Source: an optimization exercise on an open RTL-to-GDS flow (aim: a short achievable clock period and few clock cycles). Production flows keep margins and buffers that such runs may drop. Only simulation tests tie the RTL to the original design; equivalence was not proved. Power is estimated from default activity; no workload was simulated.

==> flow/design.v (outline; a module is shown in full before it is edited, if it fits) <==
// module CPU: 982 lines
// module CPU_nxt: 252 lines
// module CPU_act: 154 lines
// module CPU_nxp: 83 lines
// module CPU_seq: 162 lines
module CPU
  ( input             clk
  , input             rst
  , output     [15:0] addr
  , input      [ 7:0] data_in
  , output     [ 7:0] data_out
  , output            rd_enable
  , output            wr_enable
  , input      [7:0]  int_pending
  , output     [7:0]  int_clear
  );
  // ...
==> flow/flow/run.sh <==
#!/bin/bash
# Standard ORFS layout through the standard.sh (its synthesis script,
# the design's constraints), with a tighter setup target for the timing
# repair steps (SETUP_SLACK_MARGIN=8) so that the layout is optimised well
# beyond the 10 ns clock. Make's output goes to flow_make.log; ORFS writes
# each tool's log under orfs/logs/.
set -euo pipefail
bash standard.sh SETUP_SLACK_MARGIN=8 finish > flow_make.log 2>&1
==> flow/standard.sh <==
#!/bin/bash
# synth_recipe.tcl (not shown) runs the flow's synth.tcl, then flattens the netlist and writes it again
# the make line also repeats each setting of config.mk as NAME=value (left out here)
make -C /OpenROAD-flow-scripts/flow DESIGN_CONFIG=/design/flow/config.mk WORK_HOME=/design/flow/orfs CLKGATE_MAP_FILE= SYNTH_SCRIPT=/design/flow/synth_recipe.tcl "${@:-finish}"
==> flow/config.mk <==
export PLATFORM = sky130hd
export DESIGN_NAME = CPU
export DESIGN_NICKNAME = CPU
export VERILOG_FILES = /design/flow/design.v
export SDC_FILE = /design/flow/constraint.sdc
export NUM_CORES = 8
export LEC_CHECK = 0
export CAP_MARGIN = 20
export CORE_MARGIN = 2
export CORE_UTILIZATION = 45
export SLEW_MARGIN = 20
export SYNTH_HIERARCHICAL = 1
==> flow/constraint.sdc <==
create_clock -name core_clock -period 10.0 [get_ports {clk}]
set_input_delay 2.0000 -clock core_clock [delete_from_list [all_inputs] [get_ports {clk}]]
set_output_delay 2.0000 -clock core_clock [all_outputs]
set_load 0.01 [all_outputs]
==> impl_metrics.json, run 1 <==
{
  "dr_total_vias": 54800,
  "clock_buffers": 69,
  "yosys_warnings": 8,
  "wl_met1_mm": 88.1,
  "reg.largest.list": "u x73, td x59",
  "taps": 1134,
  "cap_violations": 0,
  "num_rows": 106,
  "avgSynthCellArea_sq_um": 7.16,
  "p_sw_mw": 9.09,
  "p_total_mw": 17.3,
  "power_frac_comb": 0.746,
  "drc_errors": 0,
  "stdcell_count": 7072,
  "seq_cell_count": 319,
  "postRouteAntennaNets": 0,
  "top_layer_used": "met5",
  "period_share": 0.395,
  "grt_usage": 0.569,
  "outcome": "finished clean",
  "fin_worst_skew_ps": 29.9,
  "die_w_um": 295,
  "antenna_found_initial": 25,
  "cp-start-kind": "flop",
  "drive_above_1_share": 0.401,
  "met1_usage": 0.677,
  "dominant_cells": "multi-input combinational cells",
  "maxPowerGroup": "combinational logic"
}
Testbench counts, summed over its fixed seeds: cycles 1,345,818.
==> module CPU_nxp, before the edit <==
module CPU_nxp
  ( input  [9:0] x    
  , output [77:0] m
  );
  assign m[0] = ((x & 10'h292) == 10'h0) | ((x & 10'h2a1) == 10'h1) | ((x & 10'h245) == 10'h1) | ((x & 10'h1cf) == 10'h1) | ((x & 10'h2a4) == 10'h4) | ((x & 10'h295) == 10'h4) | ((x & 10'h1dd) == 10'h8) | ((x & 10'h1cf) == 10'ha) | ((x & 10'h251) == 10'h11) | ((x & 10'h1e7) == 10'h20) | ((x & 10'h2a8) == 10'h28) | ((x & 10'h1fa) == 10'h30) | ((x & 10'h2d0) == 10'h40) | ((x & 10'h261) == 10'h40) | ((x & 10'he7) == 10'h46) | ((x & 10'hd7) == 10'h46) | ((x & 10'h24e) == 10'h48) | ((x & 10'hcf) == 10'h4e) | ((x & 10'h2c0) == 10'h80) | ((x & 10'h287) == 10'h86) | ((x & 10'hc7) == 10'h86) | ((x & 10'h1f4) == 10'hc0) | ((x & 10'h1e6) == 10'hc0) | ((x & 10'h1e3) == 10'hc0) | ((x & 10'h1cf) == 10'hc1) | ((x & 10'h1fa) == 10'hc8) | ((x & 10'h1cf) == 10'hca) | ((x & 10'h1dd) == 10'hd0) | ((x & 10'h300) == 10'h100) | ((x & 10'h107) == 10'h106);
  assign m[1] = ((x & 10'h1cf) == 10'h2) | ((x & 10'h1fb) == 10'h32) | ((x & 10'h1fc) == 10'h70) | ((x & 10'h1fa) == 10'h70) | ((x & 10'h17d) == 10'h75) | ((x & 10'h1cd) == 10'hc5) | ((x & 10'h1c7) == 10'hc7) | ((x & 10'h1fd) == 10'he0);
  assign m[2] = ((x & 10'h3e7) == 10'h6) | ((x & 10'h3d7) == 10'h6) | ((x & 10'h3cf) == 10'he) | ((x & 10'h3c7) == 10'hc6) | ((x & 10'h3fe) == 10'he8) | ((x & 10'h3ef) == 10'he8);
  assign m[3] = ((x & 10'h1ff) == 10'hcb);
  assign m[4] = ((x & 10'h2bb) == 10'h0) | ((x & 10'h2a3) == 10'h3) | ((x & 10'h247) == 10'h3) | ((x & 10'h2a6) == 10'h4) | ((x & 10'h296) == 10'h4) | ((x & 10'h289) == 10'h9) | ((x & 10'h28e) == 10'hc) | ((x & 10'h253) == 10'h13) | ((x & 10'h23f) == 10'h39) | ((x & 10'h2e4) == 10'h40) | ((x & 10'h2d4) == 10'h40) | ((x & 10'h2d1) == 10'h41) | ((x & 10'h2cc) == 10'h48) | ((x & 10'h2c4) == 10'h80) | ((x & 10'h2c2) == 10'h80) | ((x & 10'h2c1) == 10'h81) | ((x & 10'h304) == 10'h100) | ((x & 10'h302) == 10'h100) | ((x & 10'h301) == 10'h101);
  assign m[5] = ((x & 10'h1cf) == 10'h1) | ((x & 10'h3e7) == 10'h6) | ((x & 10'h3d7) == 10'h6) | ((x & 10'h1df) == 10'h8) | ((x & 10'h3cf) == 10'he) | ((x & 10'h1e7) == 10'h20) | ((x & 10'h1f6) == 10'hc2) | ((x & 10'h1e7) == 10'hc2) | ((x & 10'h1e7) == 10'hc4) | ((x & 10'h3c7) == 10'hc6) | ((x & 10'h1cf) == 10'hca) | ((x & 10'h1fe) == 10'hcc) | ((x & 10'h3ed) == 10'he8);
  assign m[6] = ((x & 10'h1e7) == 10'h22) | ((x & 10'h1be) == 10'h34) | ((x & 10'h7f) == 10'h36) | ((x & 10'he7) == 10'h46) | ((x & 10'hd7) == 10'h46) | ((x & 10'hcf) == 10'h4e) | ((x & 10'h1fc) == 10'h70) | ((x & 10'h1f9) == 10'h71) | ((x & 10'hc7) == 10'h86) | ((x & 10'h3ff) == 10'he9) | ((x & 10'h107) == 10'h106);
  assign m[7] = ((x & 10'h1f7) == 10'h2);
  assign m[8] = ((x & 10'h1f7) == 10'h12);
  assign m[9] = ((x & 10'h1e6) == 10'hc0) | ((x & 10'h1cf) == 10'hc1);
  assign m[10] = ((x & 10'h1cd) == 10'hc5) | ((x & 10'h1c7) == 10'hc7);
  assign m[11] = ((x & 10'h1ef) == 10'he2);
  assign m[12] = ((x & 10'h1ef) == 10'he0);
  assign m[13] = 1'b0;
  assign m[14] = ((x & 10'h2bb) == 10'h0) | ((x & 10'h2a3) == 10'h3) | ((x & 10'h247) == 10'h3) | ((x & 10'h2a6) == 10'h4) | ((x & 10'h296) == 10'h4) | ((x & 10'h289) == 10'h9) | ((x & 10'h28e) == 10'hc) | ((x & 10'h253) == 10'h13) | ((x & 10'h23f) == 10'h39) | ((x & 10'h2e4) == 10'h40) | ((x & 10'h2d4) == 10'h40) | ((x & 10'h2d1) == 10'h41) | ((x & 10'h2cc) == 10'h48) | ((x & 10'h2c4) == 10'h80) | ((x & 10'h2c2) == 10'h80) | ((x & 10'h2c1) == 10'h81) | ((x & 10'h304) == 10'h100) | ((x & 10'h302) == 10'h100) | ((x & 10'h301) == 10'h101);
  assign m[15] = ((x & 10'h1cf) == 10'h2) | ((x & 10'h1ff) == 10'h77) | ((x & 10'h1fd) == 10'he0) | ((x & 10'h1ff) == 10'hf5);
  assign m[16] = ((x & 10'h1ff) == 10'h70) | ((x & 10'h1ff) == 10'hc5);
  assign m[17] = ((x & 10'h1ff) == 10'h71);
  assign m[18] = ((x & 10'h1ff) == 10'h72) | ((x & 10'h1ff) == 10'hd5);
  assign m[19] = ((x & 10'h1ff) == 10'h73);
  assign m[20] = ((x & 10'h1ff) == 10'h74) | ((x & 10'h1ff) == 10'he5);
  assign m[21] = ((x & 10'h1ff) == 10'h75);
  assign m[22] = 1'b0;
  assign m[23] = ((x & 10'h1ff) == 10'h36);
  assign m[24] = ((x & 10'h1c7) == 10'hc7);
  assign m[25] = 1'b0;
  assign m[26] = 1'b0;
  assign m[27] = 1'b0;
  assign m[28] = ((x & 10'h1c7) == 10'h86) | ((x & 10'h1e7) == 10'hc0) | ((x & 10'h1ee) == 10'hc8) | ((x & 10'h1c7) == 10'h146);
  assign m[29] = ((x & 10'h1ff) == 10'h8) | ((x & 10'h1e7) == 10'hc4) | ((x & 10'h1fe) == 10'hcc) | ((x & 10'h1ef) == 10'hea);
  assign m[30] = ((x & 10'h1cf) == 10'ha) | ((x & 10'h1ff) == 10'h7e) | ((x & 10'h1fd) == 10'hf0);
  assign m[31] = ((x & 10'h1ff) == 10'h1) | ((x & 10'h1ff) == 10'h46);
  assign m[32] = ((x & 10'h1ff) == 10'h4e) | ((x & 10'h1ff) == 10'hc1);
  assign m[33] = ((x & 10'h1ff) == 10'h11) | ((x & 10'h1ff) == 10'h56);
  assign m[34] = ((x & 10'h1ff) == 10'h5e) | ((x & 10'h1ff) == 10'hd1);
  assign m[35] = ((x & 10'h1ff) == 10'h21) | ((x & 10'h1ff) == 10'h66);
  assign m[36] = ((x & 10'h1ff) == 10'h6e) | ((x & 10'h1ff) == 10'he1);
  assign m[37] = ((x & 10'h1ff) == 10'hf1);
  assign m[38] = 1'b0;
  assign m[39] = ((x & 10'h1ff) == 10'h31);
  assign m[40] = ((x & 10'h1ff) == 10'h34);
  assign m[41] = ((x & 10'h1ff) == 10'h35);
  assign m[42] = ((x & 10'h1c7) == 10'h186);
  assign m[43] = ((x & 10'h1c7) == 10'h1c6);
  assign m[44] = ((x & 10'h1c7) == 10'h106);
  assign m[45] = ((x & 10'h1ff) == 10'h27);
  assign m[46] = ((x & 10'h1e7) == 10'h20);
  assign m[47] = ((x & 10'h1cf) == 10'h1) | ((x & 10'h3e7) == 10'h6) | ((x & 10'h3d7) == 10'h6) | ((x & 10'h1ff) == 10'h8) | ((x & 10'h3cf) == 10'he) | ((x & 10'h1e7) == 10'hc4) | ((x & 10'h3c7) == 10'hc6) | ((x & 10'h1fe) == 10'hcc) | ((x & 10'h3ed) == 10'he8) | ((x & 10'h1ef) == 10'hea);
  assign m[48] = ((x & 10'h1ff) == 10'hc3);
  assign m[49] = 1'b0;
  assign m[50] = 1'b0;
  assign m[51] = 1'b0;
  assign m[52] = ((x & 10'h1ff) == 10'h18);
  assign m[53] = ((x & 10'h3ff) == 10'he9);
  assign m[54] = ((x & 10'h1e7) == 10'h20);
  assign m[55] = ((x & 10'h1e7) == 10'hc2);
  assign m[56] = ((x & 10'h1e7) == 10'hc1) | ((x & 10'h1cf) == 10'hc1);
  assign m[57] = ((x & 10'h1cd) == 10'hc5) | ((x & 10'h1c7) == 10'hc7);
  assign m[58] = ((x & 10'h1e7) == 10'hc0);
  assign m[59] = ((x & 10'h1f7) == 10'h22);
  assign m[60] = ((x & 10'h1f7) == 10'h32);
  assign m[61] = 1'b0;
  assign m[62] = ((x & 10'h1ff) == 10'hfb);
  assign m[63] = ((x & 10'h1ff) == 10'hf3);
  assign m[64] = ((x & 10'hbb) == 10'h0) | ((x & 10'h47) == 10'h3) | ((x & 10'h1e4) == 10'h4) | ((x & 10'h1d5) == 10'h4) | ((x & 10'ha6) == 10'h4) | ((x & 10'h96) == 10'h4) | ((x & 10'ha5) == 10'h5) | ((x & 10'h89) == 10'h9) | ((x & 10'h1cc) == 10'hc) | ((x & 10'h8e) == 10'hc) | ((x & 10'h53) == 10'h13) | ((x & 10'he4) == 10'h40) | ((x & 10'hd4) == 10'h40) | ((x & 10'hd1) == 10'h41) | ((x & 10'hcc) == 10'h48) | ((x & 10'hc4) == 10'h80) | ((x & 10'hc2) == 10'h80) | ((x & 10'hc1) == 10'h81) | ((x & 10'hae) == 10'ha8) | ((x & 10'h1c7) == 10'hc6) | ((x & 10'h104) == 10'h100) | ((x & 10'h102) == 10'h100) | ((x & 10'h101) == 10'h101);
  assign m[65] = ((x & 10'h2bb) == 10'h200) | ((x & 10'h247) == 10'h203) | ((x & 10'h3e4) == 10'h204) | ((x & 10'h3d5) == 10'h204) | ((x & 10'h2a6) == 10'h204) | ((x & 10'h296) == 10'h204) | ((x & 10'h2a5) == 10'h205) | ((x & 10'h289) == 10'h209) | ((x & 10'h3cc) == 10'h20c) | ((x & 10'h253) == 10'h213) | ((x & 10'h2e4) == 10'h240) | ((x & 10'h2d4) == 10'h240) | ((x & 10'h2d1) == 10'h241) | ((x & 10'h2cc) == 10'h248) | ((x & 10'h2ca) == 10'h248) | ((x & 10'h2c4) == 10'h280) | ((x & 10'h2c2) == 10'h280) | ((x & 10'h2c1) == 10'h281) | ((x & 10'h2ae) == 10'h2a8) | ((x & 10'h3c7) == 10'h2c6) | ((x & 10'h304) == 10'h300) | ((x & 10'h302) == 10'h300) | ((x & 10'h301) == 10'h301);
  assign m[66] = 1'b0;
  assign m[67] = 1'b0;
  assign m[68] = 1'b0;
  assign m[69] = ((x & 10'h1ff) == 10'h76);
  assign m[70] = ((x & 10'h1ff) == 10'h10) | ((x & 10'h1f7) == 10'hd3) | ((x & 10'h1df) == 10'hdd) | ((x & 10'h1f7) == 10'he3) | ((x & 10'h1e7) == 10'he4) | ((x & 10'h1ee) == 10'hec);
  assign m[71] = 1'b0;
  assign m[72] = ((x & 10'h1cf) == 10'h1) | ((x & 10'h1c7) == 10'h2) | ((x & 10'h1cd) == 10'h8) | ((x & 10'h1e5) == 10'h20) | ((x & 10'h1ff) == 10'h27) | ((x & 10'h1f9) == 10'h30) | ((x & 10'h1ba) == 10'h30) | ((x & 10'he7) == 10'h46) | ((x & 10'hd7) == 10'h46) | ((x & 10'hcf) == 10'h4e) | ((x & 10'h17c) == 10'h70) | ((x & 10'h179) == 10'h71) | ((x & 10'hc7) == 10'h86) | ((x & 10'h1f2) == 10'hc0) | ((x & 10'h1e6) == 10'hc0) | ((x & 10'h1e3) == 10'hc0) | ((x & 10'h1ce) == 10'hc0) | ((x & 10'h1f9) == 10'hc1) | ((x & 10'h1cb) == 10'hc1) | ((x & 10'h1c7) == 10'hc2) | ((x & 10'h1c7) == 10'hc7) | ((x & 10'h1f6) == 10'hf2) | ((x & 10'h107) == 10'h106);
  assign m[73] = 1'b0;
  assign m[74] = 1'b0;
  assign m[75] = 1'b0;
  assign m[76] = ((x & 10'h3ff) == 10'h2e9);
  assign m[77] = 1'b0;
endmodule
==> run 2, diff against run 1 <==
--- a/flow/design.v
+++ b/flow/design.v
@@ -667,9 +667,10 @@
   wire          disp_pf = ime & irq_r;       
-  wire [UW-1:0] dm_ir, dm_nb, nx_ir, nx_nb, fa_ir, fa_nb;
+  reg  [UW-1:0] nx0_ir, nx1_ir, nx0_nb, nx1_nb;
+  reg  [2:0]    cl_ir, cl_nb;
+  wire [UW-1:0] fa_ir, fa_nb;
   wire [TW-1:0] td_ir, td_nb;
-  wire [2:0]    cl_ir, cl_nb;     
-  CPU_act act_i (.x({cb, ir}),   .fa(fa_ir), .cl(cl_ir), .td(td_ir));
-  CPU_act act_n (.x({1'b0, nb}), .fa(fa_nb), .cl(cl_nb), .td(td_nb));
-  CPU_nxp nxp_i (.x({disp_pf, cb, ir}),   .m(nx_ir));
-  CPU_nxp nxp_n (.x({disp_pf, 1'b0, nb}), .m(nx_nb));
+  CPU_act act_i (.x({cb, ir}),   .fa(fa_ir), .cl(), .td(td_ir));
+  CPU_act act_n (.x({1'b0, nb}), .fa(fa_nb), .cl(), .td(td_nb));
+  wire [UW-1:0] nx_ir = disp_pf ? nx1_ir : nx0_ir;
+  wire [UW-1:0] nx_nb = disp_pf ? nx1_nb : nx0_nb;
   wire [TW-1:0] dtd = g_fnb ? td_nb : td_ir;
@@ -677,4 +678,12 @@
   wire cbp  = g_fnb ? cl_nb[1] : cl_ir[1];   
-  wire [UW-1:0] sq0, sq1;
-  CPU_seq seq (.s({cb, t, ir}), .uc_s0(sq0), .uc_s1(sq1));
+  wire          cbsel = pfx & cbp;
+  wire [UW-1:0] nx0_d, nx1_d;
+  wire [2:0]    cl_d;
+  CPU_nxp nxp_d (.x({cbsel, data_in}), .m0(nx0_d), .m1(nx1_d), .cl(cl_d));
+  reg  [UW-1:0] sq0, sq1;
+  wire [UW-1:0] sq0_n, sq1_n;
+  wire [7:0]    xop = g_fnb ? nb : ir;
+  wire          xcb = g_fnb ? 1'b0 : cb;
+  CPU_seq seq (.s(pfx ? {xcb, (opnd ? 3'd1 : 3'd0), xop} : {cb, t + 3'd1, ir}),
+               .uc_s0(sq0_n), .uc_s1(sq1_n));
   wire [7:0] rhs_x  = opb ^ {8{td[X_SUB]}};
@@ -780,2 +789,3 @@
   wire disp_n = ime_n & irq_r;
+  reg [7:0] ip_r;
   reg [7:0] vec;
@@ -785,10 +795,11 @@
     vbit = 8'h00;
-    if (int_pending[0])      begin vec = 8'h40; vbit = 8'h01; end
-    else if (int_pending[1]) begin vec = 8'h48; vbit = 8'h02; end
-    else if (int_pending[2]) begin vec = 8'h50; vbit = 8'h04; end
-    else if (int_pending[3]) begin vec = 8'h58; vbit = 8'h08; end
-    else if (int_pending[4]) begin vec = 8'h60; vbit = 8'h10; end
+    if (ip_r[0])      begin vec = 8'h40; vbit = 8'h01; end
+    else if (ip_r[1]) begin vec = 8'h48; vbit = 8'h02; end
+    else if (ip_r[2]) begin vec = 8'h50; vbit = 8'h04; end
+    else if (ip_r[3]) begin vec = 8'h58; vbit = 8'h08; end
+    else if (ip_r[4]) begin vec = 8'h60; vbit = 8'h10; end
   end
   wire [15:0] pc1   = inc16(pc);
-  wire [15:0] pc2   = inc16(pc1);
+  wire [15:0] pc2x  = inc16({1'b0, pc[15:1]});
+  wire [15:0] pc2   = {pc2x[14:0], pc[0]};     
   wire [15:0] hl1   = inc16(hl);
@@ -798,7 +809,10 @@
   wire [15:0] spd   = dec16(sp);
-  wire [9:0]  pc_jrl = add8(pc[7:0], z, 1'b0);
-  wire [7:0]  pch_p  = inc8(pc[15:8]);
-  wire [7:0]  pch_m  = dec8(pc[15:8]);
-  wire [15:0] pc_jr  = {z[7] ? (pc_jrl[9] ? pc[15:8] : pch_m) : (pc_jrl[9] ? pch_p : pc[15:8]),
-                        pc_jrl[7:0]};
+  wire [15:0] pcx_t  = g_pf ? pc1 : pc2;
+  wire [9:0]  pjr_l  = add8(pcx_t[7:0], data_in, 1'b0);
+  wire [7:0]  pjr_hp = inc8(pcx_t[15:8]);
+  wire [7:0]  pjr_hm = dec8(pcx_t[15:8]);
+  wire [15:0] pjr_n  = {data_in[7] ? (pjr_l[9] ? pcx_t[15:8] : pjr_hm)
+                                   : (pjr_l[9] ? pjr_hp : pcx_t[15:8]), pjr_l[7:0]};
+  reg  [15:0] pjr;
+  wire [15:0] pc_jr = pjr;
   wire [15:0] wz1   = inc16(wz);
@@ -867,2 +881,12 @@
     if (nb_ld) nb <= data_in;
+    if (pfx) pjr <= pjr_n;
+    if (nb_ld) begin
+      cl_nb <= cl_d; nx0_nb <= nx0_d; nx1_nb <= nx1_d;
+    end
+    if (ue[U_FB] || cbsel) begin
+      cl_ir <= cl_d; nx0_ir <= nx0_d; nx1_ir <= nx1_d;
+    end else if (g_fnb) begin
+      cl_ir <= cl_nb; nx0_ir <= nx0_nb; nx1_ir <= nx1_nb;
+    end
+    if (!bub) begin sq0 <= sq0_n; sq1 <= sq1_n; end
     if (rst) begin
@@ -877,2 +901,3 @@
       irq_r <= 1'b0;
+      ip_r <= 8'h00;
       nbv <= 1'b0;
@@ -888,2 +913,3 @@
       irq_r <= |(int_pending & ~iclr & ~(u[U_DISP2] ? vbit : 8'h00));
+      ip_r  <= int_pending;
       iclr  <= u[U_DISP2] ? vbit : 8'h00;
@@ -1389,83 +1415,166 @@
 module CPU_nxp
-  ( input  [9:0] x    
-  , output [77:0] m
+  ( input  [8:0] x    
+  , output [77:0] m0
+  , output [77:0] m1
+  , output [2:0] cl
   );
-  assign m[0] = ((x & 10'h292) == 10'h0) | ((x & 10'h2a1) == 10'h1) | ((x & 10'h245) == 10'h1) | ((x & 10'h1cf) == 10'h1) | ((x & 10'h2a4) == 10'h4) | ((x & 10'h295) == 10'h4) | ((x & 10'h1dd) == 10'h8) | ((x & 10'h1cf) == 10'ha) | ((x & 10'h251) == 10'h11) | ((x & 10'h1e7) == 10'h20) | ((x & 10'h2a8) == 10'h28) | ((x & 10'h1fa) == 10'h30) | ((x & 10'h2d0) == 10'h40) | ((x & 10'h261) == 10'h40) | ((x & 10'he7) == 10'h46) | ((x & 10'hd7) == 10'h46) | ((x & 10'h24e) == 10'h48) | ((x & 10'hcf) == 10'h4e) | ((x & 10'h2c0) == 10'h80) | ((x & 10'h287) == 10'h86) | ((x & 10'hc7) == 10'h86) | ((x & 10'h1f4) == 10'hc0) | ((x & 10'h1e6) == 10'hc0) | ((x & 10'h1e3) == 10'hc0) | ((x & 10'h1cf) == 10'hc1) | ((x & 10'h1fa) == 10'hc8) | ((x & 10'h1cf) == 10'hca) | ((x & 10'h1dd) == 10'hd0) | ((x & 10'h300) == 10'h100) | ((x & 10'h107) == 10'h106);
-  assign m[1] = ((x & 10'h1cf) == 10'h2) | ((x & 10'h1fb) == 10'h32) | ((x & 10'h1fc) == 10'h70) | ((x & 10'h1fa) == 10'h70) | ((x & 10'h17d) == 10'h75) | ((x & 10'h1cd) == 10'hc5) | ((x & 10'h1c7) == 10'hc7) | ((x & 10'h1fd) == 10'he0);
-  assign m[2] = ((x & 10'h3e7) == 10'h6) | ((x & 10'h3d7) == 10'h6) | ((x & 10'h3cf) == 10'he) | ((x & 10'h3c7) == 10'hc6) | ((x & 10'h3fe) == 10'he8) | ((x & 10'h3ef) == 10'he8);
-  assign m[3] = ((x & 10'h1ff) == 10'hcb);
-  assign m[4] = ((x & 10'h2bb) == 10'h0) | ((x & 10'h2a3) == 10'h3) | ((x & 10'h247) == 10'h3) | ((x & 10'h2a6) == 10'h4) | ((x & 10'h296) == 10'h4) | ((x & 10'h289) == 10'h9) | ((x & 10'h28e) == 10'hc) | ((x & 10'h253) == 10'h13) | ((x & 10'h23f) == 10'h39) | ((x & 10'h2e4) == 10'h40) | ((x & 10'h2d4) == 10'h40) | ((x & 10'h2d1) == 10'h41) | ((x & 10'h2cc) == 10'h48) | ((x & 10'h2c4) == 10'h80) | ((x & 10'h2c2) == 10'h80) | ((x & 10'h2c1) == 10'h81) | ((x & 10'h304) == 10'h100) | ((x & 10'h302) == 10'h100) | ((x & 10'h301) == 10'h101);
-  assign m[5] = ((x & 10'h1cf) == 10'h1) | ((x & 10'h3e7) == 10'h6) | ((x & 10'h3d7) == 10'h6) | ((x & 10'h1df) == 10'h8) | ((x & 10'h3cf) == 10'he) | ((x & 10'h1e7) == 10'h20) | ((x & 10'h1f6) == 10'hc2) | ((x & 10'h1e7) == 10'hc2) | ((x & 10'h1e7) == 10'hc4) | ((x & 10'h3c7) == 10'hc6) | ((x & 10'h1cf) == 10'hca) | ((x & 10'h1fe) == 10'hcc) | ((x & 10'h3ed) == 10'he8);
-  assign m[6] = ((x & 10'h1e7) == 10'h22) | ((x & 10'h1be) == 10'h34) | ((x & 10'h7f) == 10'h36) | ((x & 10'he7) == 10'h46) | ((x & 10'hd7) == 10'h46) | ((x & 10'hcf) == 10'h4e) | ((x & 10'h1fc) == 10'h70) | ((x & 10'h1f9) == 10'h71) | ((x & 10'hc7) == 10'h86) | ((x & 10'h3ff) == 10'he9) | ((x & 10'h107) == 10'h106);
-  assign m[7] = ((x & 10'h1f7) == 10'h2);
-  assign m[8] = ((x & 10'h1f7) == 10'h12);
-  assign m[9] = ((x & 10'h1e6) == 10'hc0) | ((x & 10'h1cf) == 10'hc1);
-  assign m[10] = ((x & 10'h1cd) == 10'hc5) | ((x & 10'h1c7) == 10'hc7);
-  assign m[11] = ((x & 10'h1ef) == 10'he2);
-  assign m[12] = ((x & 10'h1ef) == 10'he0);
-  assign m[13] = 1'b0;
-  assign m[14] = ((x & 10'h2bb) == 10'h0) | ((x & 10'h2a3) == 10'h3) | ((x & 10'h247) == 10'h3) | ((x & 10'h2a6) == 10'h4) | ((x & 10'h296) == 10'h4) | ((x & 10'h289) == 10'h9) | ((x & 10'h28e) == 10'hc) | ((x & 10'h253) == 10'h13) | ((x & 10'h23f) == 10'h39) | ((x & 10'h2e4) == 10'h40) | ((x & 10'h2d4) == 10'h40) | ((x & 10'h2d1) == 10'h41) | ((x & 10'h2cc) == 10'h48) | ((x & 10'h2c4) == 10'h80) | ((x & 10'h2c2) == 10'h80) | ((x & 10'h2c1) == 10'h81) | ((x & 10'h304) == 10'h100) | ((x & 10'h302) == 10'h100) | ((x & 10'h301) == 10'h101);
-  assign m[15] = ((x & 10'h1cf) == 10'h2) | ((x & 10'h1ff) == 10'h77) | ((x & 10'h1fd) == 10'he0) | ((x & 10'h1ff) == 10'hf5);
-  assign m[16] = ((x & 10'h1ff) == 10'h70) | ((x & 10'h1ff) == 10'hc5);
-  assign m[17] = ((x & 10'h1ff) == 10'h71);
-  assign m[18] = ((x & 10'h1ff) == 10'h72) | ((x & 10'h1ff) == 10'hd5);
-  assign m[19] = ((x & 10'h1ff) == 10'h73);
-  assign m[20] = ((x & 10'h1ff) == 10'h74) | ((x & 10'h1ff) == 10'he5);
-  assign m[21] = ((x & 10'h1ff) == 10'h75);
-  assign m[22] = 1'b0;
-  assign m[23] = ((x & 10'h1ff) == 10'h36);
-  assign m[24] = ((x & 10'h1c7) == 10'hc7);
-  assign m[25] = 1'b0;
-  assign m[26] = 1'b0;
-  assign m[27] = 1'b0;
-  assign m[28] = ((x & 10'h1c7) == 10'h86) | ((x & 10'h1e7) == 10'hc0) | ((x & 10'h1ee) == 10'hc8) | ((x & 10'h1c7) == 10'h146);
-  assign m[29] = ((x & 10'h1ff) == 10'h8) | ((x & 10'h1e7) == 10'hc4) | ((x & 10'h1fe) == 10'hcc) | ((x & 10'h1ef) == 10'hea);
-  assign m[30] = ((x & 10'h1cf) == 10'ha) | ((x & 10'h1ff) == 10'h7e) | ((x & 10'h1fd) == 10'hf0);
-  assign m[31] = ((x & 10'h1ff) == 10'h1) | ((x & 10'h1ff) == 10'h46);
-  assign m[32] = ((x & 10'h1ff) == 10'h4e) | ((x & 10'h1ff) == 10'hc1);
-  assign m[33] = ((x & 10'h1ff) == 10'h11) | ((x & 10'h1ff) == 10'h56);
-  assign m[34] = ((x & 10'h1ff) == 10'h5e) | ((x & 10'h1ff) == 10'hd1);
-  assign m[35] = ((x & 10'h1ff) == 10'h21) | ((x & 10'h1ff) == 10'h66);
-  assign m[36] = ((x & 10'h1ff) == 10'h6e) | ((x & 10'h1ff) == 10'he1);
-  assign m[37] = ((x & 10'h1ff) == 10'hf1);
-  assign m[38] = 1'b0;
-  assign m[39] = ((x & 10'h1ff) == 10'h31);
-  assign m[40] = ((x & 10'h1ff) == 10'h34);
-  assign m[41] = ((x & 10'h1ff) == 10'h35);
-  assign m[42] = ((x & 10'h1c7) == 10'h186);
-  assign m[43] = ((x & 10'h1c7) == 10'h1c6);
-  assign m[44] = ((x & 10'h1c7) == 10'h106);
-  assign m[45] = ((x & 10'h1ff) == 10'h27);
-  assign m[46] = ((x & 10'h1e7) == 10'h20);
-  assign m[47] = ((x & 10'h1cf) == 10'h1) | ((x & 10'h3e7) == 10'h6) | ((x & 10'h3d7) == 10'h6) | ((x & 10'h1ff) == 10'h8) | ((x & 10'h3cf) == 10'he) | ((x & 10'h1e7) == 10'hc4) | ((x & 10'h3c7) == 10'hc6) | ((x & 10'h1fe) == 10'hcc) | ((x & 10'h3ed) == 10'he8) | ((x & 10'h1ef) == 10'hea);
-  assign m[48] = ((x & 10'h1ff) == 10'hc3);
-  assign m[49] = 1'b0;
-  assign m[50] = 1'b0;
-  assign m[51] = 1'b0;
-  assign m[52] = ((x & 10'h1ff) == 10'h18);
-  assign m[53] = ((x & 10'h3ff) == 10'he9);
-  assign m[54] = ((x & 10'h1e7) == 10'h20);
-  assign m[55] = ((x & 10'h1e7) == 10'hc2);
-  assign m[56] = ((x & 10'h1e7) == 10'hc1) | ((x & 10'h1cf) == 10'hc1);
-  assign m[57] = ((x & 10'h1cd) == 10'hc5) | ((x & 10'h1c7) == 10'hc7);
-  assign m[58] = ((x & 10'h1e7) == 10'hc0);
-  assign m[59] = ((x & 10'h1f7) == 10'h22);
-  assign m[60] = ((x & 10'h1f7) == 10'h32);
-  assign m[61] = 1'b0;
-  assign m[62] = ((x & 10'h1ff) == 10'hfb);
-  assign m[63] = ((x & 10'h1ff) == 10'hf3);
-  assign m[64] = ((x & 10'hbb) == 10'h0) | ((x & 10'h47) == 10'h3) | ((x & 10'h1e4) == 10'h4) | ((x & 10'h1d5) == 10'h4) | ((x & 10'ha6) == 10'h4) | ((x & 10'h96) == 10'h4) | ((x & 10'ha5) == 10'h5) | ((x & 10'h89) == 10'h9) | ((x & 10'h1cc) == 10'hc) | ((x & 10'h8e) == 10'hc) | ((x & 10'h53) == 10'h13) | ((x & 10'he4) == 10'h40) | ((x & 10'hd4) == 10'h40) | ((x & 10'hd1) == 10'h41) | ((x & 10'hcc) == 10'h48) | ((x & 10'hc4) == 10'h80) | ((x & 10'hc2) == 10'h80) | ((x & 10'hc1) == 10'h81) | ((x & 10'hae) == 10'ha8) | ((x & 10'h1c7) == 10'hc6) | ((x & 10'h104) == 10'h100) | ((x & 10'h102) == 10'h100) | ((x & 10'h101) == 10'h101);
-  assign m[65] = ((x & 10'h2bb) == 10'h200) | ((x & 10'h247) == 10'h203) | ((x & 10'h3e4) == 10'h204) | ((x & 10'h3d5) == 10'h204) | ((x & 10'h2a6) == 10'h204) | ((x & 10'h296) == 10'h204) | ((x & 10'h2a5) == 10'h205) | ((x & 10'h289) == 10'h209) | ((x & 10'h3cc) == 10'h20c) | ((x & 10'h253) == 10'h213) | ((x & 10'h2e4) == 10'h240) | ((x & 10'h2d4) == 10'h240) | ((x & 10'h2d1) == 10'h241) | ((x & 10'h2cc) == 10'h248) | ((x & 10'h2ca) == 10'h248) | ((x & 10'h2c4) == 10'h280) | ((x & 10'h2c2) == 10'h280) | ((x & 10'h2c1) == 10'h281) | ((x & 10'h2ae) == 10'h2a8) | ((x & 10'h3c7) == 10'h2c6) | ((x & 10'h304) == 10'h300) | ((x & 10'h302) == 10'h300) | ((x & 10'h301) == 10'h301);
-  assign m[66] = 1'b0;
-  assign m[67] = 1'b0;
-  assign m[68] = 1'b0;
-  assign m[69] = ((x & 10'h1ff) == 10'h76);
-  assign m[70] = ((x & 10'h1ff) == 10'h10) | ((x & 10'h1f7) == 10'hd3) | ((x & 10'h1df) == 10'hdd) | ((x & 10'h1f7) == 10'he3) | ((x & 10'h1e7) == 10'he4) | ((x & 10'h1ee) == 10'hec);
-  assign m[71] = 1'b0;
-  assign m[72] = ((x & 10'h1cf) == 10'h1) | ((x & 10'h1c7) == 10'h2) | ((x & 10'h1cd) == 10'h8) | ((x & 10'h1e5) == 10'h20) | ((x & 10'h1ff) == 10'h27) | ((x & 10'h1f9) == 10'h30) | ((x & 10'h1ba) == 10'h30) | ((x & 10'he7) == 10'h46) | ((x & 10'hd7) == 10'h46) | ((x & 10'hcf) == 10'h4e) | ((x & 10'h17c) == 10'h70) | ((x & 10'h179) == 10'h71) | ((x & 10'hc7) == 10'h86) | ((x & 10'h1f2) == 10'hc0) | ((x & 10'h1e6) == 10'hc0) | ((x & 10'h1e3) == 10'hc0) | ((x & 10'h1ce) == 10'hc0) | ((x & 10'h1f9) == 10'hc1) | ((x & 10'h1cb) == 10'hc1) | ((x & 10'h1c7) == 10'hc2) | ((x & 10'h1c7) == 10'hc7) | ((x & 10'h1f6) == 10'hf2) | ((x & 10'h107) == 10'h106);
-  assign m[73] = 1'b0;
-  assign m[74] = 1'b0;
-  assign m[75] = 1'b0;
-  assign m[76] = ((x & 10'h3ff) == 10'h2e9);
-  assign m[77] = 1'b0;
+  assign m0[0] = ((x & 9'h92) == 9'h0) | ((x & 9'ha1) == 9'h1) | ((x & 9'h45) == 9'h1) | ((x & 9'h35) == 9'h1) | ((x & 9'h17) == 9'h1) | ((x & 9'ha4) == 9'h4) | ((x & 9'h17) == 9'h6) | ((x & 9'h3a) == 9'h8) | ((x & 9'h8a) == 9'ha) | ((x & 9'hb) == 9'ha) | ((x & 9'h51) == 9'h11) | ((x & 9'h62) == 9'h20) | ((x & 9'ha8) == 9'h28) | ((x & 9'hd0) == 9'h40) | ((x & 9'h61) == 9'h40) | ((x & 9'h4e) == 9'h48) | ((x & 9'hc0) == 9'h80) | ((x & 9'h96) == 9'h90) | ((x & 9'h93) == 9'h92) | ((x & 9'h100) == 9'h100);
+  assign m0[1] = ((x & 9'h1cf) == 9'h2) | ((x & 9'h1fb) == 9'h32) | ((x & 9'h1fc) == 9'h70) | ((x & 9'h1fa) == 9'h70) | ((x & 9'h1f9) == 9'h71) | ((x & 9'h1cd) == 9'hc5) | ((x & 9'h1c7) == 9'hc7) | ((x & 9'h1fd) == 9'he0);
+  assign m0[2] = ((x & 9'h1e7) == 9'h6) | ((x & 9'h1d7) == 9'h6) | ((x & 9'h1cf) == 9'he) | ((x & 9'h1c7) == 9'hc6) | ((x & 9'h1fe) == 9'he8) | ((x & 9'h1ef) == 9'he8);
+  assign m0[3] = ((x & 9'h1ff) == 9'hcb);
+  assign m0[4] = ((x & 9'hbb) == 9'h0) | ((x & 9'ha3) == 9'h3) | ((x & 9'h47) == 9'h3) | ((x & 9'ha6) == 9'h4) | ((x & 9'h96) == 9'h4) | ((x & 9'h89) == 9'h9) | ((x & 9'h8e) == 9'hc) | ((x & 9'h53) == 9'h13) | ((x & 9'h3f) == 9'h39) | ((x & 9'he4) == 9'h40) | ((x & 9'hd4) == 9'h40) | ((x & 9'hd1) == 9'h41) | ((x & 9'hcc) == 9'h48) | ((x & 9'hc4) == 9'h80) | ((x & 9'hc2) == 9'h80) | ((x & 9'hc1) == 9'h81) | ((x & 9'h104) == 9'h100) | ((x & 9'h102) == 9'h100) | ((x & 9'h101) == 9'h101);
+  assign m0[5] = ((x & 9'h1cf) == 9'h1) | ((x & 9'h1e7) == 9'h6) | ((x & 9'h1d7) == 9'h6) | ((x & 9'h1df) == 9'h8) | ((x & 9'h1cf) == 9'he) | ((x & 9'h1e7) == 9'h20) | ((x & 9'h1f6) == 9'hc2) | ((x & 9'h1e3) == 9'hc2) | ((x & 9'h1e5) == 9'hc4) | ((x & 9'h1c7) == 9'hc6) | ((x & 9'h1fe) == 9'hcc) | ((x & 9'h1ed) == 9'he8);
+  assign m0[6] = ((x & 9'h1e7) == 9'h22) | ((x & 9'h1be) == 9'h34) | ((x & 9'h7f) == 9'h36) | ((x & 9'he7) == 9'h46) | ((x & 9'hd7) == 9'h46) | ((x & 9'hcf) == 9'h4e) | ((x & 9'h1fc) == 9'h70) | ((x & 9'h1f9) == 9'h71) | ((x & 9'hc7) == 9'h86) | ((x & 9'h1ff) == 9'he9) | ((x & 9'h107) == 9'h106);
+  assign m0[7] = ((x & 9'h1f7) == 9'h2);
+  assign m0[8] = ((x & 9'h1f7) == 9'h12);
+  assign m0[9] = ((x & 9'h1e6) == 9'hc0) | ((x & 9'h1cf) == 9'hc1);
+  assign m0[10] = ((x & 9'h1cd) == 9'hc5) | ((x & 9'h1c7) == 9'hc7);
+  assign m0[11] = ((x & 9'h1ef) == 9'he2);
+  assign m0[12] = ((x & 9'h1ef) == 9'he0);
+  assign m0[13] = 1'b0;
+  assign m0[14] = ((x & 9'hbb) == 9'h0) | ((x & 9'ha3) == 9'h3) | ((x & 9'h47) == 9'h3) | ((x & 9'ha6) == 9'h4) | ((x & 9'h96) == 9'h4) | ((x & 9'h89) == 9'h9) | ((x & 9'h8e) == 9'hc) | ((x & 9'h53) == 9'h13) | ((x & 9'h3f) == 9'h39) | ((x & 9'he4) == 9'h40) | ((x & 9'hd4) == 9'h40) | ((x & 9'hd1) == 9'h41) | ((x & 9'hcc) == 9'h48) | ((x & 9'hc4) == 9'h80) | ((x & 9'hc2) == 9'h80) | ((x & 9'hc1) == 9'h81) | ((x & 9'h104) == 9'h100) | ((x & 9'h102) == 9'h100) | ((x & 9'h101) == 9'h101);
+  assign m0[15] = ((x & 9'h1cf) == 9'h2) | ((x & 9'h1ff) == 9'h77) | ((x & 9'h1fd) == 9'he0) | ((x & 9'h1ff) == 9'hf5);
+  assign m0[16] = ((x & 9'h1ff) == 9'h70) | ((x & 9'h1ff) == 9'hc5);
+  assign m0[17] = ((x & 9'h1ff) == 9'h71);
+  assign m0[18] = ((x & 9'h1ff) == 9'h72) | ((x & 9'h1ff) == 9'hd5);
+  assign m0[19] = ((x & 9'h1ff) == 9'h73);
+  assign m0[20] = ((x & 9'h1ff) == 9'h74) | ((x & 9'h1ff) == 9'he5);
+  assign m0[21] = ((x & 9'h1ff) == 9'h75);
+  assign m0[22] = 1'b0;
+  assign m0[23] = ((x & 9'h1ff) == 9'h36);
+  assign m0[24] = ((x & 9'h1c7) == 9'hc7);
+  assign m0[25] = 1'b0;
+  assign m0[26] = 1'b0;
+  assign m0[27] = 1'b0;
+  assign m0[28] = ((x & 9'h1c7) == 9'h86) | ((x & 9'h1e7) == 9'hc0) | ((x & 9'h1ee) == 9'hc8) | ((x & 9'h1c7) == 9'h146);
+  assign m0[29] = ((x & 9'h1ff) == 9'h8) | ((x & 9'h1e7) == 9'hc4) | ((x & 9'h1fe) == 9'hcc) | ((x & 9'h1ef) == 9'hea);
+  assign m0[30] = ((x & 9'h1cf) == 9'ha) | ((x & 9'h1ff) == 9'h7e) | ((x & 9'h1fd) == 9'hf0);
+  assign m0[31] = ((x & 9'h1ff) == 9'h1) | ((x & 9'h1ff) == 9'h46);
+  assign m0[32] = ((x & 9'h1ff) == 9'h4e) | ((x & 9'h1ff) == 9'hc1);
+  assign m0[33] = ((x & 9'h1ff) == 9'h11) | ((x & 9'h1ff) == 9'h56);
+  assign m0[34] = ((x & 9'h1ff) == 9'h5e) | ((x & 9'h1ff) == 9'hd1);
+  assign m0[35] = ((x & 9'h1ff) == 9'h21) | ((x & 9'h1ff) == 9'h66);
+  assign m0[36] = ((x & 9'h1ff) == 9'h6e) | ((x & 9'h1ff) == 9'he1);
+  assign m0[37] = ((x & 9'h1ff) == 9'hf1);
+  assign m0[38] = 1'b0;
+  assign m0[39] = ((x & 9'h1ff) == 9'h31);
+  assign m0[40] = ((x & 9'h1ff) == 9'h34);
+  assign m0[41] = ((x & 9'h1ff) == 9'h35);
+  assign m0[42] = ((x & 9'h1c7) == 9'h186);
+  assign m0[43] = ((x & 9'h1c7) == 9'h1c6);
+  assign m0[44] = ((x & 9'h1c7) == 9'h106);
+  assign m0[45] = ((x & 9'h1ff) == 9'h27);
+  assign m0[46] = ((x & 9'h1e7) == 9'h20);
+  assign m0[47] = ((x & 9'h1cf) == 9'h1) | ((x & 9'h1e7) == 9'h6) | ((x & 9'h1d7) == 9'h6) | ((x & 9'h1ff) == 9'h8) | ((x & 9'h1cf) == 9'he) | ((x & 9'h1e5) == 9'hc4) | ((x & 9'h1c7) == 9'hc6) | ((x & 9'h1fe) == 9'hcc) | ((x & 9'h1ed) == 9'he8);
+  assign m0[48] = ((x & 9'h1ff) == 9'hc3);
+  assign m0[49] = 1'b0;
+  assign m0[50] = 1'b0;
+  assign m0[51] = 1'b0;
+  assign m0[52] = ((x & 9'h1ff) == 9'h18);
+  assign m0[53] = ((x & 9'h1ff) == 9'he9);
+  assign m0[54] = ((x & 9'h1e7) == 9'h20);
+  assign m0[55] = ((x & 9'h1e7) == 9'hc2);
+  assign m0[56] = ((x & 9'h1e7) == 9'hc1) | ((x & 9'h1cf) == 9'hc1);
+  assign m0[57] = ((x & 9'h1cd) == 9'hc5) | ((x & 9'h1c7) == 9'hc7);
+  assign m0[58] = ((x & 9'h1e7) == 9'hc0);
+  assign m0[59] = ((x & 9'h1f7) == 9'h22);
+  assign m0[60] = ((x & 9'h1f7) == 9'h32);
+  assign m0[61] = 1'b0;
+  assign m0[62] = ((x & 9'h1ff) == 9'hfb);
+  assign m0[63] = ((x & 9'h1ff) == 9'hf3);
+  assign m0[64] = ((x & 9'hbb) == 9'h0) | ((x & 9'h47) == 9'h3) | ((x & 9'h1e4) == 9'h4) | ((x & 9'h1d5) == 9'h4) | ((x & 9'h96) == 9'h4) | ((x & 9'ha5) == 9'h5) | ((x & 9'h89) == 9'h9) | ((x & 9'h1cc) == 9'hc) | ((x & 9'h8e) == 9'hc) | ((x & 9'h53) == 9'h13) | ((x & 9'he4) == 9'h40) | ((x & 9'he2) == 9'h40) | ((x & 9'hd4) == 9'h40) | ((x & 9'hd1) == 9'h41) | ((x & 9'hcc) == 9'h48) | ((x & 9'h6e) == 9'h68) | ((x & 9'hc4) == 9'h80) | ((x & 9'hc2) == 9'h80) | ((x & 9'hc1) == 9'h81) | ((x & 9'h1c7) == 9'hc6) | ((x & 9'h104) == 9'h100) | ((x & 9'h102) == 9'h100) | ((x & 9'h101) == 9'h101);
+  assign m0[65] = 1'b0;
+  assign m0[66] = 1'b0;
+  assign m0[67] = 1'b0;
+  assign m0[68] = 1'b0;
+  assign m0[69] = ((x & 9'h1ff) == 9'h76);
+  assign m0[70] = ((x & 9'h1ff) == 9'h10) | ((x & 9'h1f7) == 9'hd3) | ((x & 9'h1df) == 9'hdd) | ((x & 9'h1f7) == 9'he3) | ((x & 9'h1e7) == 9'he4) | ((x & 9'h1ee) == 9'hec);
+  assign m0[71] = 1'b0;
+  assign m0[72] = ((x & 9'h1cf) == 9'h1) | ((x & 9'h1c7) == 9'h2) | ((x & 9'h1cd) == 9'h8) | ((x & 9'h1e5) == 9'h20) | ((x & 9'h1ff) == 9'h27) | ((x & 9'h1f9) == 9'h30) | ((x & 9'h1ba) == 9'h30) | ((x & 9'he7) == 9'h46) | ((x & 9'hd7) == 9'h46) | ((x & 9'hcf) == 9'h4e) | ((x & 9'h17c) == 9'h70) | ((x & 9'h179) == 9'h71) | ((x & 9'hc7) == 9'h86) | ((x & 9'h1fc) == 9'hc0) | ((x & 9'h1f2) == 9'hc0) | ((x & 9'h1e6) == 9'hc0) | ((x & 9'h1e3) == 9'hc0) | ((x & 9'h1ce) == 9'hc0) | ((x & 9'h1cb) == 9'hc1) | ((x & 9'h1c7) == 9'hc2) | ((x & 9'h1c7) == 9'hc7) | ((x & 9'h1f6) == 9'hf2) | ((x & 9'h107) == 9'h106);
+  assign m0[73] = 1'b0;
+  assign m0[74] = 1'b0;
+  assign m0[75] = 1'b0;
+  assign m0[76] = 1'b0;
+  assign m0[77] = 1'b0;
+  assign m1[0] = ((x & 9'h1cf) == 9'h1) | ((x & 9'h1dd) == 9'h8) | ((x & 9'h1cf) == 9'ha) | ((x & 9'h1e7) == 9'h20) | ((x & 9'h1fa) == 9'h30) | ((x & 9'he7) == 9'h46) | ((x & 9'hd7) == 9'h46) | ((x & 9'hcf) == 9'h4e) | ((x & 9'hc7) == 9'h86) | ((x & 9'h1f4) == 9'hc0) | ((x & 9'h1e6) == 9'hc0) | ((x & 9'h1e3) == 9'hc0) | ((x & 9'h1cf) == 9'hc1) | ((x & 9'h1fa) == 9'hc8) | ((x & 9'h1cf) == 9'hca) | ((x & 9'h1dd) == 9'hd0) | ((x & 9'h107) == 9'h106);
+  assign m1[1] = ((x & 9'h1cf) == 9'h2) | ((x & 9'h1fb) == 9'h32) | ((x & 9'h1fc) == 9'h70) | ((x & 9'h1fa) == 9'h70) | ((x & 9'h1f9) == 9'h71) | ((x & 9'h1cd) == 9'hc5) | ((x & 9'h1c7) == 9'hc7) | ((x & 9'h1fd) == 9'he0);
+  assign m1[2] = 1'b0;
+  assign m1[3] = ((x & 9'h1ff) == 9'hcb);
+  assign m1[4] = 1'b0;
+  assign m1[5] = ((x & 9'h1cf) == 9'h1) | ((x & 9'h1df) == 9'h8) | ((x & 9'h1e7) == 9'h20) | ((x & 9'h1f6) == 9'hc2) | ((x & 9'h1e7) == 9'hc2) | ((x & 9'h1e7) == 9'hc4) | ((x & 9'h1cf) == 9'hca) | ((x & 9'h1fe) == 9'hcc);
+  assign m1[6] = ((x & 9'h1e7) == 9'h22) | ((x & 9'h1be) == 9'h34) | ((x & 9'h7f) == 9'h36) | ((x & 9'he7) == 9'h46) | ((x & 9'hd7) == 9'h46) | ((x & 9'hcf) == 9'h4e) | ((x & 9'h1fc) == 9'h70) | ((x & 9'h1f9) == 9'h71) | ((x & 9'hc7) == 9'h86) | ((x & 9'h107) == 9'h106);
+  assign m1[7] = ((x & 9'h1f7) == 9'h2);
+  assign m1[8] = ((x & 9'h1f7) == 9'h12);
+  assign m1[9] = ((x & 9'h1e6) == 9'hc0) | ((x & 9'h1cf) == 9'hc1);
+  assign m1[10] = ((x & 9'h1cd) == 9'hc5) | ((x & 9'h1c7) == 9'hc7);
+  assign m1[11] = ((x & 9'h1ef) == 9'he2);
+  assign m1[12] = ((x & 9'h1ef) == 9'he0);
+  assign m1[13] = 1'b0;
+  assign m1[14] = 1'b0;
+  assign m1[15] = ((x & 9'h1cf) == 9'h2) | ((x & 9'h1ff) == 9'h77) | ((x & 9'h1fd) == 9'he0) | ((x & 9'h1ff) == 9'hf5);
+  assign m1[16] = ((x & 9'h1ff) == 9'h70) | ((x & 9'h1ff) == 9'hc5);
+  assign m1[17] = ((x & 9'h1ff) == 9'h71);
+  assign m1[18] = ((x & 9'h1ff) == 9'h72) | ((x & 9'h1ff) == 9'hd5);
+  assign m1[19] = ((x & 9'h1ff) == 9'h73);
+  assign m1[20] = ((x & 9'h1ff) == 9'h74) | ((x & 9'h1ff) == 9'he5);
+  assign m1[21] = ((x & 9'h1ff) == 9'h75);
+  assign m1[22] = 1'b0;
+  assign m1[23] = ((x & 9'h1ff) == 9'h36);
+  assign m1[24] = ((x & 9'h1c7) == 9'hc7);
+  assign m1[25] = 1'b0;
+  assign m1[26] = 1'b0;
+  assign m1[27] = 1'b0;
+  assign m1[28] = ((x & 9'h1c7) == 9'h86) | ((x & 9'h1e7) == 9'hc0) | ((x & 9'h1ee) == 9'hc8) | ((x & 9'h1c7) == 9'h146);
+  assign m1[29] = ((x & 9'h1ff) == 9'h8) | ((x & 9'h1e7) == 9'hc4) | ((x & 9'h1fe) == 9'hcc) | ((x & 9'h1ef) == 9'hea);
+  assign m1[30] = ((x & 9'h1cf) == 9'ha) | ((x & 9'h1ff) == 9'h7e) | ((x & 9'h1fd) == 9'hf0);
+  assign m1[31] = ((x & 9'h1ff) == 9'h1) | ((x & 9'h1ff) == 9'h46);
+  assign m1[32] = ((x & 9'h1ff) == 9'h4e) | ((x & 9'h1ff) == 9'hc1);
+  assign m1[33] = ((x & 9'h1ff) == 9'h11) | ((x & 9'h1ff) == 9'h56);
+  assign m1[34] = ((x & 9'h1ff) == 9'h5e) | ((x & 9'h1ff) == 9'hd1);
+  assign m1[35] = ((x & 9'h1ff) == 9'h21) | ((x & 9'h1ff) == 9'h66);
+  assign m1[36] = ((x & 9'h1ff) == 9'h6e) | ((x & 9'h1ff) == 9'he1);
+  assign m1[37] = ((x & 9'h1ff) == 9'hf1);
+  assign m1[38] = 1'b0;
+  assign m1[39] = ((x & 9'h1ff) == 9'h31);
+  assign m1[40] = ((x & 9'h1ff) == 9'h34);
+  assign m1[41] = ((x & 9'h1ff) == 9'h35);
+  assign m1[42] = ((x & 9'h1c7) == 9'h186);
+  assign m1[43] = ((x & 9'h1c7) == 9'h1c6);
+  assign m1[44] = ((x & 9'h1c7) == 9'h106);
+  assign m1[45] = ((x & 9'h1ff) == 9'h27);
+  assign m1[46] = ((x & 9'h1e7) == 9'h20);
+  assign m1[47] = ((x & 9'h1cf) == 9'h1) | ((x & 9'h1ff) == 9'h8) | ((x & 9'h1e7) == 9'hc4) | ((x & 9'h1fe) == 9'hcc) | ((x & 9'h1ef) == 9'hea);
+  assign m1[48] = ((x & 9'h1ff) == 9'hc3);
+  assign m1[49] = 1'b0;
+  assign m1[50] = 1'b0;
+  assign m1[51] = 1'b0;
+  assign m1[52] = ((x & 9'h1ff) == 9'h18);
+  assign m1[53] = 1'b0;
+  assign m1[54] = ((x & 9'h1e7) == 9'h20);
+  assign m1[55] = ((x & 9'h1e7) == 9'hc2);
+  assign m1[56] = ((x & 9'h1e7) == 9'hc1) | ((x & 9'h1cf) == 9'hc1);
+  assign m1[57] = ((x & 9'h1cd) == 9'hc5) | ((x & 9'h1c7) == 9'hc7);
+  assign m1[58] = ((x & 9'h1e7) == 9'hc0);
+  assign m1[59] = ((x & 9'h1f7) == 9'h22);
+  assign m1[60] = ((x & 9'h1f7) == 9'h32);
+  assign m1[61] = 1'b0;
+  assign m1[62] = ((x & 9'h1ff) == 9'hfb);
+  assign m1[63] = ((x & 9'h1ff) == 9'hf3);
+  assign m1[64] = ((x & 9'hbb) == 9'h0) | ((x & 9'h47) == 9'h3) | ((x & 9'h1e4) == 9'h4) | ((x & 9'h1d5) == 9'h4) | ((x & 9'h96) == 9'h4) | ((x & 9'ha5) == 9'h5) | ((x & 9'h89) == 9'h9) | ((x & 9'h1cc) == 9'hc) | ((x & 9'h8e) == 9'hc) | ((x & 9'h53) == 9'h13) | ((x & 9'he4) == 9'h40) | ((x & 9'he2) == 9'h40) | ((x & 9'hd4) == 9'h40) | ((x & 9'hd1) == 9'h41) | ((x & 9'hcc) == 9'h48) | ((x & 9'h6e) == 9'h68) | ((x & 9'hc4) == 9'h80) | ((x & 9'hc2) == 9'h80) | ((x & 9'hc1) == 9'h81) | ((x & 9'h1c7) == 9'hc6) | ((x & 9'h104) == 9'h100) | ((x & 9'h102) == 9'h100) | ((x & 9'h101) == 9'h101);
+  assign m1[65] = ((x & 9'hbb) == 9'h0) | ((x & 9'h47) == 9'h3) | ((x & 9'h1e4) == 9'h4) | ((x & 9'h1d5) == 9'h4) | ((x & 9'h96) == 9'h4) | ((x & 9'ha5) == 9'h5) | ((x & 9'h89) == 9'h9) | ((x & 9'h1cc) == 9'hc) | ((x & 9'h8e) == 9'hc) | ((x & 9'h53) == 9'h13) | ((x & 9'he4) == 9'h40) | ((x & 9'he2) == 9'h40) | ((x & 9'hd4) == 9'h40) | ((x & 9'hd1) == 9'h41) | ((x & 9'hcc) == 9'h48) | ((x & 9'h6e) == 9'h68) | ((x & 9'hc4) == 9'h80) | ((x & 9'hc2) == 9'h80) | ((x & 9'hc1) == 9'h81) | ((x & 9'h1c7) == 9'hc6) | ((x & 9'h104) == 9'h100) | ((x & 9'h102) == 9'h100) | ((x & 9'h101) == 9'h101);
+  assign m1[66] = 1'b0;
+  assign m1[67] = 1'b0;
+  assign m1[68] = 1'b0;
+  assign m1[69] = ((x & 9'h1ff) == 9'h76);
+  assign m1[70] = ((x & 9'h1ff) == 9'h10) | ((x & 9'h1f7) == 9'hd3) | ((x & 9'h1df) == 9'hdd) | ((x & 9'h1f7) == 9'he3) | ((x & 9'h1e7) == 9'he4) | ((x & 9'h1ee) == 9'hec);
+  assign m1[71] = 1'b0;
+  assign m1[72] = ((x & 9'h1cf) == 9'h1) | ((x & 9'h1c7) == 9'h2) | ((x & 9'h1cd) == 9'h8) | ((x & 9'h1e5) == 9'h20) | ((x & 9'h1ff) == 9'h27) | ((x & 9'h1f9) == 9'h30) | ((x & 9'h1ba) == 9'h30) | ((x & 9'he7) == 9'h46) | ((x & 9'hd7) == 9'h46) | ((x & 9'hcf) == 9'h4e) | ((x & 9'h17c) == 9'h70) | ((x & 9'h179) == 9'h71) | ((x & 9'hc7) == 9'h86) | ((x & 9'h1fc) == 9'hc0) | ((x & 9'h1f2) == 9'hc0) | ((x & 9'h1e6) == 9'hc0) | ((x & 9'h1e3) == 9'hc0) | ((x & 9'h1ce) == 9'hc0) | ((x & 9'h1cb) == 9'hc1) | ((x & 9'h1c7) == 9'hc2) | ((x & 9'h1c7) == 9'hc7) | ((x & 9'h1f6) == 9'hf2) | ((x & 9'h107) == 9'h106);
+  assign m1[73] = 1'b0;
+  assign m1[74] = 1'b0;
+  assign m1[75] = 1'b0;
+  assign m1[76] = ((x & 9'h1ff) == 9'he9);
+  assign m1[77] = 1'b0;
+  assign cl[0] = ((x & 9'hbb) == 9'h0) | ((x & 9'ha3) == 9'h3) | ((x & 9'h47) == 9'h3) | ((x & 9'ha6) == 9'h4) | ((x & 9'h96) == 9'h4) | ((x & 9'h89) == 9'h9) | ((x & 9'h8e) == 9'hc) | ((x & 9'h53) == 9'h13) | ((x & 9'h3f) == 9'h39) | ((x & 9'he4) == 9'h40) | ((x & 9'hd4) == 9'h40) | ((x & 9'hd1) == 9'h41) | ((x & 9'hcc) == 9'h48) | ((x & 9'hc4) == 9'h80) | ((x & 9'hc2) == 9'h80) | ((x & 9'hc1) == 9'h81) | ((x & 9'h104) == 9'h100) | ((x & 9'h102) == 9'h100) | ((x & 9'h101) == 9'h101);
+  assign cl[1] = ((x & 9'h1ff) == 9'hcb);
+  assign cl[2] = ((x & 9'h1cf) == 9'h1) | ((x & 9'h1c7) == 9'h6) | ((x & 9'h1cf) == 9'h8) | ((x & 9'h1e7) == 9'h20) | ((x & 9'h1f6) == 9'hc2) | ((x & 9'h1e3) == 9'hc2) | ((x & 9'h1e5) == 9'hc4) | ((x & 9'h1c7) == 9'hc6) | ((x & 9'h1cb) == 9'hca) | ((x & 9'h1fe) == 9'hcc) | ((x & 9'h1e7) == 9'he0);
 endmodule
==> run 2 against run 1 <==
Net effect:
- largest cell class unchanged
- largest power group unchanged
- first-iteration DRC count shrank 14%
- sequential cell count grew 465
- utilization shrank 0.98 points
- clock-buffer cell count grew 59
- still clean
- combinational power grew 74%
- clock skew grew 9.8 ps
- sequential share of layout area grew 13 points
- routed wire length grew 19%
- clock power grew 110%
- synthesized cell count grew 12%
- total power grew 87%
==> impl_metrics.json, run 2 <==
{
  "worstSetupPathType": "input port to flop",
  "gp_congestion": 1.05,
  "setup-tns-final_ps": 0,
  "grt_usage": 0.460,
  "die_w_um": 353,
  "io_buffers": 48,
  "cp_max_fo": 6,
  "finalHoldViolCount": 0,
  "antenna_found_initial": 18,
  "placed_area_sq_mm": 0.0576,
  "yosys_warnings": 8,
  "wl_mm": 317,
  "reg.largest.list": "sq0 x74, sq1 x74",
  "die_y_um": 353,
  "avgSynthCellArea_sq_um": 9.19,
  "coreArea_sq_mm": 0.121,
  "num_rows": 128,
  "fin_util": 0.692,
  "register_area_sq_mm": 0.0208,
  "dr_total_vias": 61400,
  "leakage_nw": 32.3,
  "drive_above_1_share": 0.464,
  "tightestPinTransition_ps": 1220,
  "clkSinkCount": 784,
  "viasPerCell": 7.15,
  "r2r_cells": 16,
  "cpMostUsedCell": "buf_12",
  "ios": 52,
  "hold_slack_ps": 523,
  "grt_overflow": 0,
  "final_cell_mix": "610 x buf_4, 485 x edfxtp_1, 384 x nor2_1, 352 x buf_6, 330 x nand2_1",
  "power_density_mw_per_mm2": 387,
  "outcome": "finished clean",
  "crit_cells": 13,
  "fin_worst_skew_ps": 39.8,
  "critPathRequiredTime_ps": 10490,
  "tritoncts": "done",
  "final_nets": 7018,
  "drc_errors": 0,
  "cp-end-kind": "flop",
  "r2r-end": "addr_r[10]",
  "rsz0062_at_grt": "yes",
  "dpl.hpwl_mm": 166,
  "critPathTopFamily": "buffers and inverters",
  "multi_input_comb_area_sq_mm": 0.0400,
  "syn_inst": 5969,
  "insertion_delay_ps": 760,
  "setup_viol": 0,
  "cts_made_buffers": 93,
  "syn_area_sq_mm": 0.0549,
  "cp.arrival_ps": 4260,
  "startpoint": "data_in[0]",
  "grt_pass1_wl_mm": 418,
  "period_share": 0.377,
  "first_pass_iters": 15,
  "slew_violations": 0,
  "final_area_sq_mm": 0.0840,
  "crit_chain": "buf_16 -> buf_4 -> buf_6 -> buf_12 -> buf_12 -> buf_12 -> buf_16 -> nand2b_4 -> nor3_2 -> nor4_1 -> nand4_1 -> buf_6 -> mux2_2",
  "syn_to_final_growth_pct": 53.1,
  "postRouteAntennaNets": 0,
  "root_buffer": "clkbuf_16",
  "max_stage_delay_ps": 440,
  "grt_max_degree": 64,
  "htreeDepth": 3,
  "reg2reg_slack_ps": 6300,
  "path_buf_inv": 8,
  "grt_pass1_vias": 56200,
  "slowest_stage": "nor4_1",
  "stdcell_count": 8592,
  "cap_violations": 0,
  "cp-start-kind": "input port",
  "drt_iter0_drc": 10300,
  "clkTransAtPathRegs_ps": 70,
  "final_common_cell": "buf_4",
  "slew_headroom": 0.183,
  "fillerInstances": 8481,
  "peakVddDrop_mv": 0.248,
  "hp-class": "flop to flop",
  "timing.rr.start": "cf",
  "placed_cells": 7185,
  "cts.path.max_buffers": 3,
  "fmax_ghz": 0.265,
  "avgRoutedWirePerCell_um": 36.9,
  "crit_end": "nx1_ir[64]",
  "die-area_sq_mm": 0.125,
  "period_needed_ps": 3770,
  "initial_core_util": 0.452
}
==> run 2: layer usage <==
metal	wire [um]	global-route usage	share of wire	vias up
li1	-	-	-	24300
met1	108000	0.564	0.34	29600
met2	127000	0.656	0.40	5598
met3	49800	0.188	0.16	1950
met4	31900	0.320	0.10	12
met5	114	0	0.00036	-
==> run 2: worst min path at each step <==
stage / from / end / cells past startpoint
4_1_cts: td[55] / td[55] / 2
5_1_grt: td[57] / td[57] / 2
3_3_place_gp: ip_r[4] / iclr[4] / 2
3_5_place_dp: ip_r[4] / iclr[4] / 2
6_report: td[57] / td[57] / 2
2_1_floorplan: ip_r[4] / iclr[4] / 2
==> run 2: power by group <==
group / switching (mW) / total (mW) / internal (mW) / leakage, nW
combinational: 12.0 / 22.5 / 10.5 / 23.3
sequential: 1.33 / 6.36 / 5.03 / 7.41
clock: 1.57 / 3.62 / 2.04 / 1.53
total: 14.9 / 32.5 / 17.6 / 32.3
==> run 2: worst register-to-register path: stages, from the launching register on <==
cell and delay (ps):
dfxtp_2 330, buf_12 130, mux2i_4 220, buf_12 150
xor2_4 210, clkbuf_16 210, a2111oi_4 90, buf_4 180
a21oi_4 270, buf_6 140, o211ai_1 80, a221o_1 390
o21ai_4 140, a21oi_2 90, a222oi_1 440, o211ai_1 210
a211o_1 280
==> run 2: area by class of cell <==
cell class | instances | area share
repair inverters | 3 | 0.000298
repair buffers | 1337 | 0.204
inverters | 172 | 0.00919
clock inverters | 46 | 0.00614
clock buffers | 128 | 0.0314
multi-input cells | 4486 | 0.476
well taps | 1625 | 0.0242
flip-flops and latches | 784 | 0.248
diodes | 11 | 0.000328
==> run 2: repair_timing <==
item                       4_1_cts  5_1_grt
hold endpoints to repair         0        0
cloned                         168       22
setup endpoints to repair     1045     1032
setup buffers                  749      283
hold buffers                     0        0
gates resized for setup       1881      595
pin swaps                      515      491
==> run 2: metrics by stage <==
step	power [mW]	setup WS [ps]
CTS	29.0	6230
finish	32.5	6230
detailed placement	18.2	4870
global route	32.9	6240
floorplan	14.5	5750
global placement	18.1	4870
Testbench counts of run 2, summed over its fixed seeds: cycles 1,345,818.

afterwards: timing with drivers on the ports:
How much do the figures lean on ideal ports? The routed layouts below were timed once more, with nothing changed but the port constraints.
Step 1 sets driving cells, clkbuf_16 on the clock port and buf_2 on the other inputs (assumed; they add their load-dependent delay and slew).
Step 2, shift: input delay + t, output delay - t, t = (earliest + latest rising clock arrival at the registers) / 2. This alone moves slack from input paths to output paths.
Three values: ideal, step 1, step 2; two values: the first two.
run | t (ns) | setup WS [ns] | worst setup path after step 2 | latest minus earliest clock arrival (ns) | worst data-port slew with drivers (ns)
run 1 | 0.714 | 6.047 / 6.047 / 5.886 | input to register | 0.030 / 0.031 | 0.20
run 2 | 0.821 | 6.226 / 6.017 / 5.196 | input to register | 0.041 / 0.040 | 0.50
After both steps every run listed still meets setup and hold. The setup slack of run 2, which loses most, moves by -0.209 ns with the drivers and by -1.030 ns with both steps.
